Background: an optimization exercise with open tools, aiming at small area. Do not read the settings as production practice.
Function was checked by simulation only, so behaviour that the tests miss may differ from the original. The clock port is modelled as an ideal driver; clocking choices that lean on that would not hold on a real chip.

the previous run:
// facedet_display
module facedet_display(
    input wire clk,
    input wire rst,
    output wire [14:0] rd_addr,
    input wire [19:0] ii_rddata,
    input wire detected_flag,
    input wire continuous,
    output wire vga_hsync,
    output wire vga_vsync,
    output wire [3:0] vga_r,
    output wire [3:0] vga_g,
    output wire [3:0] vga_b
    );
Size: ~0.016 mm2 of cells after synthesis.
make LEC_CHECK=0 CAP_MARGIN=20 CORE_MARGIN=2 CORE_UTILIZATION=45 CTS_CLUSTER_DIAMETER=100 CTS_CLUSTER_SIZE=30 PLACE_DENSITY=0.6 SLEW_MARGIN=20 finish   # period 12.0 ns
run.sh (not shown) runs the stock make flow with config.mk's settings and CLKGATE_MAP_FILE= SYNTH_SCRIPT=/design/flow/synth_recipe.tcl, a recipe that flattens the netlist after the stock synthesis.
Changes in the current run relative to the previous run:
Settings: a change of CTS_CLUSTER_DIAMETER from 100 to 50; a change of CTS_CLUSTER_SIZE from 30 to 40.
==> comparison <==
- Delta (the current run minus the previous run): fraction of registers with async set or reset after synthesis flat, number of non-filler instances in the completed layout went up 2.8%.
- Diff the previous run -> the current run | number of buffers created by CTS | up by more than a quarter
- Highest-delay cell along the critical path: dfxtp_1 -> the previous run, fa_1 -> the current run
- Row aggregate routed wire length: the current run higher / the previous run lower
- Diff the previous run -> the current run | global-route wire length before repair | increase of 590 um
- The current run has less setup slack than the previous run.
- Compared with the previous run, the current run shows via count higher by 111.

---

## run A
Another version of the RTL of facedet_display (not shown whole).
Size in the first run: about 930 cells after synthesis, about 680 flip-flops, roughly 53 I/O pins, roughly 15000 um^2 of cells after synthesis.
Settings: LEC_CHECK=0, CAP_MARGIN=20, CORE_MARGIN=2, CORE_UTILIZATION=45, PLACE_DENSITY=0.6, SLEW_MARGIN=20; clock period 12.0 ns.
standard.sh (not shown) runs the stock make flow with config.mk's settings and CLKGATE_MAP_FILE= SYNTH_SCRIPT=/design/flow/synth_recipe.tcl, a recipe that flattens the netlist after the stock synthesis.
==> flow/flow/run.sh <==
#!/bin/bash
# Standard layout with four changes: ABC maps the logic with an area-oriented
# script (the flip-flops and their names are those of the standard
# synthesis), logic cells are shrunk to their smallest drive after
# floorplanning, port buffers use the smallest buffer cell, and clock tree
# synthesis runs without dummy loads, with larger sink clusters and with
# smaller buffers above the leaf level.
set -euo pipefail
here=$(pwd)
cp -r "$FLOW_HOME/scripts" "$here/scripts"
cp "$here/flow/abc_area.script" "$here/scripts/abc_speed.script"
export SCRIPTS_DIR=$here/scripts
export POST_FLOORPLAN_TCL=$here/flow/downsize.tcl
export BUFFER_PORTS_ARGS="-buffer_cell sky130_fd_sc_hd__buf_1"
export CTS_ARGS="-sink_clustering_enable -repair_clock_nets -dont_use_dummy_load -sink_clustering_size 36 -apply_ndr full -sink_clustering_max_diameter 100 -sink_clustering_buffer sky130_fd_sc_hd__clkbuf_16 -buf_list sky130_fd_sc_hd__clkbuf_4 -root_buf sky130_fd_sc_hd__clkbuf_8"
bash standard.sh > $here/standard.log 2>&1
==> flow/flow/abc_area.script <==
&get -n
&st
&dch
&nf -p
&st
&syn2
&dch
&nf -p
&st
&syn2
&dch
&nf -p
&st
&syn2
&dch
&nf -p
&st
&dch
&nf -R 1000 -p
&put
==> flow/flow/downsize.tcl <==
# Shrink each logic cell to the smallest drive strength of its family. The
# design has several ns of slack at its period; the resizer's later
# repair_design restores drive wherever a slew or load limit needs it.
set dont_use [split $::env(DONT_USE_CELLS)]
set n 0
set saved 0.0
foreach inst [get_cells *] {
  set master [get_property $inst ref_name]
  if { ![regexp {^(sky130_fd_sc_hd__[a-z0-9]+)_([0-9]+)$} $master -> base sz] } { continue }
  if { [regexp {^sky130_fd_sc_hd__(df|ed|sd|dl|tap|fill|decap|conb|clk|probe|lpflow)} $master] } { continue }
  set cur [lindex [get_lib_cells */$master] 0]
  set best $master
  set best_area [get_property $cur area]
  set area0 $best_area
  foreach lc [get_lib_cells */${base}_*] {
    set name [get_property $lc name]
    if { ![regexp "^${base}_\[0-9\]+\$" $name] } { continue }
    if { [lsearch -exact $dont_use $name] >= 0 } { continue }
    set a [get_property $lc area]
    if { $a < $best_area } {
      set best $name
      set best_area $a
    }
  }
  if { $best ne $master } {
    replace_cell $inst $best
    incr n
    set saved [expr {$saved + $area0 - $best_area}]
  }
}
puts "downsize.tcl: replaced $n cells, [format %.1f $saved] um2 less"
#### Input delta (run B over run A)
==> flow/flow/run.sh <==
#!/bin/bash
# Standard layout with these changes: ABC maps all the logic, adders
# included, with an area-oriented script (the flip-flops and their names are
# those of the standard synthesis), logic cells are shrunk to their smallest drive after
# floorplanning, port buffers use the smallest buffer cell, and clock tree
# synthesis runs without dummy loads, with larger sink clusters and with
# smaller buffers above the leaf level.
set -euo pipefail
here=$(pwd)
cp -r "$FLOW_HOME/scripts" "$here/scripts"
cp "$here/flow/abc_area.script" "$here/scripts/abc_speed.script"
export SCRIPTS_DIR=$here/scripts
export ADDER_MAP_FILE=
export POST_FLOORPLAN_TCL=$here/flow/downsize.tcl
export BUFFER_PORTS_ARGS="-buffer_cell sky130_fd_sc_hd__buf_1"
export CTS_ARGS="-sink_clustering_enable -repair_clock_nets -dont_use_dummy_load -sink_clustering_size 36 -sink_clustering_max_diameter 100 -sink_clustering_buffer sky130_fd_sc_hd__clkbuf_16 -buf_list sky130_fd_sc_hd__clkbuf_4 -root_buf sky130_fd_sc_hd__clkbuf_8"
bash standard.sh > $here/standard.log 2>&1
==> flow/flow/abc_area.script <==
&get -n
&st
&dch
&nf -p
&st
&syn2
&dch
&nf -p
&st
&dch
&nf -R 1000 -p
&put
Findings:
- Across both runs, met1 capacity usage during global routing was lower for run B than for run A.
- Measured against run A, the non-clock buffer count of run B comes out at 0.947 times the reference value.
- Setup slack sits higher in run B than in run A.
- Going from run A to run B, hold slack shrinks by 0.0041 ns.
- Run B reports a lower switching part of the total than run A does.
- Compare run B and run A | detailed route wirelength on metal2 lower: run B
- Against run A as the reference, run B delivers a lower die boundary width.
- Compared to run A, run B leaves less free space in the core.
- Worst setup path startpoint: vcnt[0]$_SDFFE_PP0P_ -> run B, vcnt[1]$_SDFFE_PP1P_ -> run A
diff inputs: run B => run C
diff --git a/flow/flow/run.sh b/flow/flow/run.sh
--- a/flow/flow/run.sh
+++ b/flow/flow/run.sh
@@ -14,4 +14,4 @@
 export POST_FLOORPLAN_TCL=$here/flow/downsize.tcl
 export BUFFER_PORTS_ARGS="-buffer_cell sky130_fd_sc_hd__buf_1"
-export CTS_ARGS="-sink_clustering_enable -repair_clock_nets -dont_use_dummy_load -sink_clustering_size 36 -sink_clustering_max_diameter 100 -sink_clustering_buffer sky130_fd_sc_hd__clkbuf_16 -buf_list sky130_fd_sc_hd__clkbuf_4 -root_buf sky130_fd_sc_hd__clkbuf_8"
+export CTS_ARGS="-sink_clustering_enable -repair_clock_nets -dont_use_dummy_load -sink_clustering_size 38 -sink_clustering_max_diameter 100 -sink_clustering_buffer sky130_fd_sc_hd__clkbuf_16 -buf_list sky130_fd_sc_hd__clkbuf_4 -root_buf sky130_fd_sc_hd__clkbuf_8"
 bash standard.sh > $here/standard.log 2>&1
### Flow results
- In summary, run C completed successfully, with a layout that passed the timing, DRC and antenna checks.
- In summary, run B completed successfully, with a layout that passed the timing, DRC and antenna checks.
- Between run C and run B, the number of standard cells in the final layout excluding fillers figures differ only marginally.
- Per the comparison of run C with run B, total of clock buffers placed in the layout now smaller; minimum setup slack in the final design shows an increase of 0.0091 ns; final critical delay including setup and external delays down 0.0091 ns.
- ~same portion of the post-synthesis area used by sequential elements in run B and run C
- Comparing run C with run B, the average routed wire per standard cell came out essentially unchanged.
- | wire length | run B vs run C | ≈ equal |
- Between run C and run B, the wire length of the first global-routing pass figures differ only marginally.

## what the ideal ports hide
No port has a modelled driver above. Below, the same layouts with a new extraction and two added sets of constraints. Step 1: set_driving_cell puts a clkbuf_16 on clk and a buf_2 on each other input, an assumption about the parent block. Step 2, shift: input delay + t, output delay - t, t = (earliest + latest rising clock arrival at the registers) / 2. This alone moves slack from input paths to output paths. Slacks: no drivers / after step 1 / after step 2; pairs: no drivers / after step 1.
run | t, ns | slack for setup (ns) | worst hold slack (ns) | worst setup path at the end | worst register clock-pin slew, ns
the previous run | 0.618 | 7.784 / 7.784 / 7.207 | 0.321 / 0.321 / 0.321 | input to register | 0.11 / 0.11
the current run | 0.599 | 7.777 / 7.789 / 7.199 | 0.303 / 0.303 / 0.303 | input to register | 0.12 / 0.12
run A | 0.657 | 6.398 / 6.355 / 7.012 | 0.320 / 0.320 / 0.320 | register to output | 0.12 / 0.12
run B | 0.647 | 6.577 / 6.534 / 7.182 | 0.315 / 0.315 / 0.315 | register to output | 0.12 / 0.12
run C | 0.643 | 6.586 / 6.544 / 7.186 | 0.299 / 0.299 / 0.299 | register to output | 0.12 / 0.12
After both steps setup and hold are still met in every run listed. For the current run, which loses most, drivers alone change the setup slack by +0.012 ns; drivers and shift together by -0.578 ns.
